What follows belongs to an exercise in optimizing a design on an open flow for small area and a short achievable clock period; a production flow would make more cautious choices. Function was checked by simulation only, so behaviour that the tests miss may differ from the original. The flow treats the clock pin as an ideal source, which a real chip does not have. No activity file was given, so power comes from the tool's default toggle rates.

## v30
// kcpsm3
module kcpsm3(
  output [9:0]  address,
  input  [17:0] instruction,
  output [7:0]  port_id,
  output        write_strobe,
  output [7:0]  out_port,
  output        read_strobe,
  input  [7:0]  in_port,
  input         interrupt,
  output        interrupt_ack,
  input         reset,
  input         clk);
Size in the first run: about 2,800 cells after synthesis, ~42,000 sq um of cells after synthesis.
clock: 7.0 ns
lec_check: 0
abc_clock_period_in_ps: 2600
cap_margin: 20
core_margin: 2
core_utilization: 55
cts_cluster_diameter: 60
cts_cluster_size: 30
setup_slack_margin: 4.4
slew_margin: 20
tns_end_percent: 20
standard.sh (not shown) runs the stock make flow with config.mk's settings and CLKGATE_MAP_FILE= SYNTH_SCRIPT=/design/flow/synth_recipe.tcl, a recipe that flattens the netlist after the stock synthesis.
==> flow/flow/run.sh <==
#!/bin/bash
# Own layout flow: the standard flow (standard.sh, unchanged synthesis), with the
# port buffers made of a faster buffer cell, gate sizing not limited to cells of the
# same footprint, and one more gate-sizing pass after clock tree synthesis
# (flow/post_cts.tcl). Everything else, including the constraints, is the standard flow's.
set -euo pipefail
bash standard.sh \
  MATCH_CELL_FOOTPRINT=0 \
  "BUFFER_PORTS_ARGS=-buffer_cell sky130_fd_sc_hd__buf_4" \
  "POST_CTS_TCL=$PWD/flow/post_cts.tcl" \
  finish > standard_flow.log 2>&1
==> flow/flow/post_cts.tcl <==
# Extra setup repair after clock tree synthesis: gate sizing and pin swaps only
# (no new buffers), aiming at a tighter setup margin than the standard pass.
log_cmd estimate_parasitics -placement
log_cmd repair_timing -setup -setup_margin 4.7 -repair_tns 100 -sequence "sizeup,swap" -skip_last_gasp -verbose
log_cmd detailed_placement
check_placement -verbose
Changes in v27 relative to v30:
- ABC_CLOCK_PERIOD_IN_PS: 2600 -> unset
- PLACE_DENSITY: unset -> 0.8
- CORE_UTILIZATION: 55 -> 70
==> flow/flow/run.sh <==
#!/bin/bash
# Own layout flow: the standard flow (standard.sh, unchanged synthesis), with the
# port buffers made of a faster buffer cell and gate sizing not limited to cells of the
# same footprint. Everything else, including the constraints, is the standard flow's.
set -euo pipefail
bash standard.sh \
  MATCH_CELL_FOOTPRINT=0 \
  "BUFFER_PORTS_ARGS=-buffer_cell sky130_fd_sc_hd__buf_4" \
  finish > standard_flow.log 2>&1
removed: flow/flow/post_cts.tcl
Findings:
- Row total of fill cells in the finished design: v27 lower / v30 higher
- v30 → v27: via count grew by 618; final design area excluding fillers shrank by about 3.4%; antenna diode instance count grew by 1; sequential share of layout area grew by 2.1 points.
- Side by side, clock skew turned out higher in v27 than in v30.
- Standard cell core area delta (v27 − v30): favourable
- v27 vs v30 — average detailed-routed wire length per instance dropped about 0.3%.
- v27 vs v30 — power dropped by a little under 10%
- Between v27 and v30, the met2 track utilization from global routing is lower for v30.
- Between v27 and v30, it is v27 whose routed wire length is lower, by 7800 um.
Here is what was changed in the inputs of v50 compared with v27.
- TNS_END_PERCENT changed from 20 to 100
- PLACE_DENSITY removed (was 0.8)
- SLEW_MARGIN changed from 20 to 5
- CORE_UTILIZATION changed from 70 to 55
- CAP_MARGIN changed from 20 to 5
- CTS_CLUSTER_SIZE changed from 30 to 22
- CTS_CLUSTER_DIAMETER changed from 60 to 100
v50 ended up with instruction[10] as its first element of the critical path; v27 ended up with instruction[9].
Delta (v50 minus v27): setup TNS level, cell area moved up, first-pass GRT wire length moved up, wire length moved up, fraction of cell area in non-clock buffers moved up.
What v1 does differently from v50 at the input level:
- CTS_CLUSTER_DIAMETER now 60, was 100
- TNS_END_PERCENT now 20, was 100
- SLEW_MARGIN now 20, was 5
- CTS_CLUSTER_SIZE now 30, was 22
- GPL_TIMING_DRIVEN now 1, previously not set
- CAP_MARGIN now 20, was 5
## What came out
| area occupied by registers | v50 vs v1 | ≈ equal |
In the metrics for v50 and v1, the one carrying the lower reported leakage power is v50.
On v1: total power is 9.0% higher than what v50 gave.
Comparing v50 and v1, the lower clock skew is on v50.
> inputs changed (v1 -> v12)
- swapping 20 for 100 in TNS_END_PERCENT
- swapping 30 for 22 in CTS_CLUSTER_SIZE
- swapping 60 for 100 in CTS_CLUSTER_DIAMETER
- clearing GPL_TIMING_DRIVEN, which used to be 1
### Flow results
Across v12 and v1, the outcome is the same: a clean finish for every run.
Relative to v1, maximum frequency increased by about 3.2% in v12.
On total design power, v12 does better than v1.
v1 -> v12: number of standard cells in the final layout excluding fillers flat
NOTE layout clock buffer count v1->v12 increased by more than 10%
Diff v12..v1 | area taken by flip-flops and latches | negligible
When v12 is measured against v1, its clock tree cell share of total cell area turns out 2.0 points lower.
Looking at hold slack across both flows, v12 is the weaker of the two, with v1 ahead.
Start point of the critical path = instruction[10]: v12; start point of the critical path = pc[3]: v1
[v12] proportion of power drawn by combinational gates rose 1.5 points relative to v1
For the relative area change from synthesis to final layout, v12 came in 0.38 points lower than v1 did.
> inputs changed (v12 -> v34)
- SETUP_SLACK_MARGIN now 4.55, was 4.4
Findings:
- Row part of the power in the clock network: v34 lower / v12 higher
- Compared with v12, in v34 via count of the first global-routing pass now larger, global routing met3 resource utilization now smaller.

========
The RTL this note starts from:
==> flow/design.v <==
`timescale 1 ps / 1ps
module kcpsm3(
  output [9:0]  address,
  input  [17:0] instruction,
  output [7:0]  port_id,
  output        write_strobe,
  output [7:0]  out_port,
  output        read_strobe,
  input  [7:0]  in_port,
  input         interrupt,
  output        interrupt_ack,
  input         reset,
  input         clk);
  wire [17:0] ins = instruction;
  wire [3:0]  top4 = ins[17:14];
  wire [2:0]  top3 = ins[17:15];
  reg reset_delay, internal_reset, t_state;
  always @(posedge clk) begin
    reset_delay    <= reset;
    internal_reset <= reset | reset_delay;
    t_state        <= ~t_state & ~internal_reset;
  end
  reg carry_flag, zero_flag;
  reg clean_int, active_interrupt, int_ack, int_enable, shadow_carry, shadow_zero;
  wire int_update = active_interrupt | (ins[17] & ins[16] & ins[15]);
  always @(posedge clk) begin
    clean_int        <= interrupt & ~internal_reset;
    active_interrupt <= ~internal_reset & t_state & clean_int & int_enable & ~active_interrupt;
    int_ack          <= active_interrupt;
    if (active_interrupt) begin
      shadow_carry <= carry_flag;
      shadow_zero  <= zero_flag;
    end
    if (internal_reset)
      int_enable <= 1'b0;
    else if (int_update)
      int_enable <= ~active_interrupt & ins[0] & ~int_ack;
  end
  assign interrupt_ack = int_ack;
  wire condition_met = ins[11] ? (ins[10] ? ~carry_flag : carry_flag)
                               : (ins[10] ? ~zero_flag  : zero_flag);
  wire move_group = (top4 == 4'b1100) | (top4 == 4'b1101) | (top4 == 4'b1110) | (top4 == 4'b1010);
  wire taken      = move_group & (~ins[12] | condition_met);
  wire call_op    = (top4 == 4'b1100);
  wire ret_op     = (top4 == 4'b1010) | (top4 == 4'b1110);
  reg  [9:0] pc;
  reg  [9:0] tos;
  wire [9:0] pc_inc = pc + 10'd1;
  wire [9:0] vector = ins[15] ? tos : ins[9:0];
  always @(posedge clk)
    if (internal_reset)        pc <= 10'd0;
    else if (active_interrupt) pc <= 10'h3FF;
    else if (~t_state)         pc <= taken ? vector : pc_inc;
  assign address = pc;
  function [4:0] lfsr_state(input integer n);
    case (n)
      0: lfsr_state = 5'h01;
      1: lfsr_state = 5'h02;
      2: lfsr_state = 5'h04;
      3: lfsr_state = 5'h09;
      4: lfsr_state = 5'h12;
      5: lfsr_state = 5'h05;
      6: lfsr_state = 5'h0b;
      7: lfsr_state = 5'h16;
      8: lfsr_state = 5'h0c;
      9: lfsr_state = 5'h19;
      10: lfsr_state = 5'h13;
      11: lfsr_state = 5'h07;
      12: lfsr_state = 5'h0f;
      13: lfsr_state = 5'h1f;
      14: lfsr_state = 5'h1e;
      15: lfsr_state = 5'h1c;
      16: lfsr_state = 5'h18;
      17: lfsr_state = 5'h11;
      18: lfsr_state = 5'h03;
      19: lfsr_state = 5'h06;
      20: lfsr_state = 5'h0d;
      21: lfsr_state = 5'h1b;
      22: lfsr_state = 5'h17;
      23: lfsr_state = 5'h0e;
      24: lfsr_state = 5'h1d;
      25: lfsr_state = 5'h1a;
      26: lfsr_state = 5'h15;
      27: lfsr_state = 5'h0a;
      28: lfsr_state = 5'h14;
      29: lfsr_state = 5'h08;
      30: lfsr_state = 5'h10;
      default: lfsr_state = 5'h00;
    endcase
  endfunction
  wire push = ~internal_reset & ~t_state & (active_interrupt | (call_op & taken));
  wire pop  = ~internal_reset & ~t_state & ~active_interrupt & ret_op & taken;
  reg  [4:0] sp;
  wire [4:0] sp_up   = {sp[3:0], sp[4] ^ sp[2]};
  wire [4:0] sp_down = {sp[0] ^ sp[3], sp[4:1]};
  reg  [9:0] stack_mem [0:28];
  reg  [9:0] stack_rd;
  integer k;
  always @(*) begin
    stack_rd = 10'd0;
    for (k = 0; k < 29; k = k + 1)
      stack_rd = stack_rd | ({10{sp == lfsr_state(k + 2)}} & stack_mem[k]);
  end
  always @(posedge clk) begin
    if (internal_reset) sp <= lfsr_state(0);
    else if (push)      sp <= sp_up;
    else if (pop)       sp <= sp_down;
    if (push)     tos <= active_interrupt ? pc : pc_inc;
    else if (pop) tos <= stack_rd;
  end
  genvar g;
  generate
    for (g = 0; g < 29; g = g + 1) begin : stk
      always @(posedge clk)
        if (sp == lfsr_state(g + 1)) stack_mem[g] <= tos;
    end
  endgenerate
  reg  [7:0] regs [0:15];
  wire [15:0] x_sel = 16'd1 << ins[11:8];
  wire [15:0] y_sel = 16'd1 << ins[7:4];
  reg  [7:0] sx, sy;
  always @(*) begin
    sx = 8'd0;
    sy = 8'd0;
    for (k = 0; k < 16; k = k + 1) begin
      sx = sx | ({8{x_sel[k]}} & regs[k]);
      sy = sy | ({8{y_sel[k]}} & regs[k]);
    end
  end
  reg  [7:0] sx_q, op2_q;
  wire [7:0] op2 = ins[12] ? sy : ins[7:0];
  reg  [7:0] s_lo, s_hi;   
  reg  [17:13] iq;       
  reg  r_shift, r_in, r_fetch, r_arith, r_logic;   
  reg  cin_q;            
  wire a_cycle = ~internal_reset & ~t_state;
  wire store_op = (top3 == 3'b101) & ins[14] & ins[13];
  wire reg_op   = (top3 == 3'b000) | (top3 == 3'b001) | (top3 == 3'b011) | (top3 == 3'b100);
  wire flag_op  = (top4 == 4'b0010) | (top4 == 4'b0011) | (top4 == 4'b0100) | (top4 == 4'b0101) |
                  (top4 == 4'b0110) | (top4 == 4'b0111) | (top4 == 4'b1000) | (top4 == 4'b1110);
  reg  reg_en, mem_en, flag_en;
  always @(posedge clk) begin
    reg_en  <= a_cycle & ~active_interrupt & reg_op;
    mem_en  <= a_cycle & ~active_interrupt & store_op;
    flag_en <= a_cycle & flag_op;
  end
  always @(posedge clk) begin
    sx_q  <= sx;
    op2_q <= op2;
    s_lo  <= 8'd1 << op2[2:0];
    s_hi  <= 8'd1 << op2[5:3];
    iq    <= ins[17:13];
    r_shift <= ins[17];
    r_in    <= ~ins[17] & (top4[2:0] == 3'b001) & ~ins[13];
    r_fetch <= ~ins[17] & (top4[2:0] == 3'b001) & ins[13];
    r_arith <= ~ins[17] & ins[16] & (ins[15] | ins[14]);
    r_logic <= ~ins[17] & ~(top4[2:0] == 3'b001) & ~(ins[16] & (ins[15] | ins[14]));
    cin_q <= ins[14] ^ (ins[13] & carry_flag);
  end
  wire io_op  = ~ins[16] & ins[14] & ~ins[13] & (ins[17] == ins[15]);
  wire out_op = io_op & ins[17];
  reg  [7:0] out_q, port_q;
  always @(posedge clk) begin
    out_q  <= sx  & {8{out_op}};
    port_q <= op2 & {8{io_op}};
  end
  assign out_port = out_q;
  assign port_id  = port_q;
  wire [7:0] a = sx_q;
  wire [7:0] b = op2_q;
  wire [3:0] qtop4 = iq[17:14];
  reg [7:0] logical;
  always @(*)
    case (iq[14:13])
      2'b00: logical = b;
      2'b01: logical = a & b;
      2'b10: logical = a | b;
      default: logical = a ^ b;
    endcase
  wire [8:0] sum = {1'b0, a} + {1'b0, b ^ {8{iq[14]}}} + {8'd0, cin_q};
  wire       arith_carry = sum[8] ^ iq[14];
  wire shift_in = b[2] ? (b[1] ? b[0] : a[0]) : (b[1] ? a[7] : carry_flag);
  wire [7:0] shifted = b[3] ? {shift_in, a[7:1]} : {a[6:0], shift_in};
  wire shift_carry = b[3] ? a[0] : a[7];
  reg  [7:0] scratch [0:63];
  reg  [63:0] s_sel;
  reg  [7:0] fetched, row;
  integer j;
  always @(*) begin
    fetched = 8'd0;
    for (j = 0; j < 8; j = j + 1) begin
      row = 8'd0;
      for (k = 0; k < 8; k = k + 1) begin
        s_sel[j * 8 + k] = s_hi[j] & s_lo[k];
        row = row | ({8{s_lo[k]}} & scratch[j * 8 + k]);
      end
      fetched = fetched | ({8{s_hi[j]}} & row);
    end
  end
  wire [7:0] result = ({8{r_shift}} & shifted) | ({8{r_in}} & in_port) | ({8{r_fetch}} & fetched) |
                      ({8{r_arith}} & sum[7:0]) | ({8{r_logic}} & logical);
  wire parity    = ^(a & b);
  wire new_carry = iq[17] ? (iq[15] ? shadow_carry : shift_carry)
                 : iq[16] ? ((~iq[15] & ~iq[14]) ? parity : arith_carry) : 1'b0;
  wire [7:0] bb = b ^ {8{iq[14]}};
  wire [7:0] zero_carry = {a[6:0] | bb[6:0], cin_q};
  wire arith_zero = &(~(a ^ bb ^ zero_carry));
  wire new_zero  = iq[17] ? (iq[16] ? shadow_zero : (shifted == 8'd0))
                          : (r_arith ? arith_zero : (logical == 8'd0));
  always @(posedge clk) begin
    for (k = 0; k < 16; k = k + 1)
      if (reg_en & x_sel[k]) regs[k] <= result;
    for (k = 0; k < 64; k = k + 1)
      if (mem_en & s_sel[k]) scratch[k] <= a;
    if (internal_reset) begin
      carry_flag <= 1'b0;
      zero_flag  <= 1'b0;
    end else if (flag_en) begin
      carry_flag <= new_carry;
      zero_flag  <= new_zero;
    end
  end
  wire io_decode = ~t_state & ~active_interrupt & ~ins[16] & ins[14] & ~ins[13];
  reg  ws, rs;
  always @(posedge clk) begin
    ws <= ~internal_reset & io_decode & ins[17] & ins[15];
    rs <= ~internal_reset & io_decode & ~ins[17] & ~ins[15];
  end
  assign write_strobe = ws;
  assign read_strobe  = rs;
endmodule
==> flow/config.mk <==
export PLATFORM = sky130hd
export DESIGN_NAME = kcpsm3
export DESIGN_NICKNAME = kcpsm3
export VERILOG_FILES = /design/flow/design.v
export SDC_FILE = /design/flow/constraint.sdc
export NUM_CORES = 4
export LEC_CHECK = 0
export CAP_MARGIN = 20
export CORE_MARGIN = 2
export CORE_UTILIZATION = 55
export CTS_CLUSTER_DIAMETER = 100
export CTS_CLUSTER_SIZE = 22
export SETUP_SLACK_MARGIN = 4.4
export SLEW_MARGIN = 20
export TNS_END_PERCENT = 20
==> flow/constraint.sdc <==
create_clock -name core_clock -period 7.0 [get_ports {clk}]
set_input_delay 1.4000 -clock core_clock [delete_from_list [all_inputs] [get_ports {clk}]]
set_output_delay 1.4000 -clock core_clock [all_outputs]
set_load 0.01 [all_outputs]
==> flow/flow/run.sh <==
#!/bin/bash
# Own layout flow: the standard flow (standard.sh, unchanged synthesis), with the
# port buffers made of a faster buffer cell and gate sizing not limited to cells of the
# same footprint. Everything else, including the constraints, is the standard flow's.
set -euo pipefail
bash standard.sh \
  MATCH_CELL_FOOTPRINT=0 \
  "BUFFER_PORTS_ARGS=-buffer_cell sky130_fd_sc_hd__buf_4" \
  finish > standard_flow.log 2>&1
Rerun with:
CTS_CLUSTER_DIAMETER = 60   (was 100)
CTS_CLUSTER_SIZE = 30   (was 22)
SETUP_SLACK_MARGIN = 4.7   (was 4.4)
TNS_END_PERCENT = 30   (was 20)
Clock skew decreases by 12 ps.
Count of clock-buffer cells in the layout drops by 19.
Setup slack improved by 18 ps.
Sequential power barely changes.
Synthesized area is unchanged.
Critical path depth grows by 6.
Rerun with:
CTS_CLUSTER_DIAMETER = 120   (was 60)
CTS_CLUSTER_SIZE = 28   (was 30)
SETUP_SLACK_MARGIN = 4.4   (was 4.7)
TNS_END_PERCENT = 20   (was 30)
Result:
- The new run completed without violations
- via count decreases by 4.7%
- wire length decreases by 7.3%
- hold slack got worse by 6.6 ps
- power decreases by 11%
- non-clock buffer count decreases by 92
Rerun with:
CTS_CLUSTER_DIAMETER = 60   (was 120)
CTS_CLUSTER_SIZE = 30   (was 28)
TNS_END_PERCENT = 100   (was 20)
=> Wire length increases by 2.1%; total power increases by 12%; synthesized area does not change; sequential power decreases by about 0.6%; clock power increases by 41%; cell area increases by 3.9%; final cell count increases by 1.9%; synthesized cell count does not change; via count increases by 1.5%; register-to-register slack gets better by 95 ps; die area does not change.
Rerun with:
ABC_CLOCK_PERIOD_IN_PS = 2600   (was not set)
TNS_END_PERCENT = 20   (was 100)
Effect:
- The new run completed with no timing, DRC or antenna violations
- die area is unchanged
- sequential share of layout area came out higher by 0.57 points
- power came out higher by 1.3%
- via count is about the same
- flip-flop and latch count does not change
- setup slack got worse by 74 ps
- hold slack stays flat
- cell area came out lower by 1.0%
- cell count came out lower by 0.43%
Rerun with:
ABC_CLOCK_PERIOD_IN_PS = not set   (was 2600)
CTS_CLUSTER_DIAMETER = 100   (was 60)
CTS_CLUSTER_SIZE = 22   (was 30)
SETUP_SLACK_MARGIN = 4.25   (was 4.4)
TNS_END_PERCENT = 100   (was 20)
After rerunning: Critical path depth rose by 6; flip-flop and latch count is unchanged; cell count decreases by 0.98%.

-- afterwards: timing with drivers on the ports --
How much do the figures lean on ideal ports? The routed layouts below were timed once more, with nothing changed but the port constraints.
Step 1 assumes that a clkbuf_16 drives the clock port and a buf_2 every other input.
Step 2 also shifts input and output timing later by t, the mid clock arrival at the registers, as if the neighbouring blocks saw the same clock.
a / b / c = ideal / step 1 / step 2; a / b = the first two.
| run | shift t [ns] | setup WS [ns] | hold WS [ns] | clock arrival spread, ns | worst slew at a driven data input, ns |
|---|---|---|---|---|---|
| v30 | 0.701 | 4.297 / 4.277 / 3.577 | 0.424 / 0.424 / 0.424 | 0.049 / 0.049 | 0.20 |
| v27 | 0.712 | 4.192 / 4.228 / 3.516 | 0.433 / 0.433 / 0.433 | 0.049 / 0.049 | 0.22 |
| v50 | 0.708 | 4.340 / 4.323 / 3.615 | 0.419 / 0.419 / 0.419 | 0.026 / 0.027 | 0.19 |
| v1 | 0.702 | 4.271 / 4.199 / 3.511 | 0.424 / 0.424 / 0.424 | 0.045 / 0.044 | 0.20 |
| v12 | 0.708 | 4.357 / 4.341 / 3.632 | 0.419 / 0.419 / 0.419 | 0.024 / 0.023 | 0.19 |
| v34 | 0.701 | 4.291 / 4.291 / 3.675 | 0.417 / 0.417 / 0.417 | 0.042 / 0.042 | 0.25 |
| the first run of note 2 | 0.712 | 4.220 / 4.202 / 3.542 | 0.427 / 0.427 / 0.427 | 0.039 / 0.039 | 0.20 |
| the second run of note 2 | 0.733 | 4.238 / 4.238 / 3.635 | 0.436 / 0.436 / 0.436 | 0.032 / 0.032 | 0.25 |
| the third run of note 2 | 0.695 | 4.208 / 4.193 / 3.498 | 0.430 / 0.430 / 0.430 | 0.029 / 0.029 | 0.20 |
| the fourth run of note 2 | 0.703 | 4.345 / 4.306 / 3.603 | 0.421 / 0.421 / 0.421 | 0.024 / 0.024 | 0.20 |
| the fifth run of note 2 | 0.702 | 4.271 / 4.199 / 3.511 | 0.424 / 0.424 / 0.424 | 0.045 / 0.044 | 0.20 |
| the sixth run of note 2 | 0.709 | 4.226 / 4.216 / 3.579 | 0.417 / 0.417 / 0.417 | 0.026 / 0.026 | 0.08 |
After both steps every run listed still meets setup and hold.
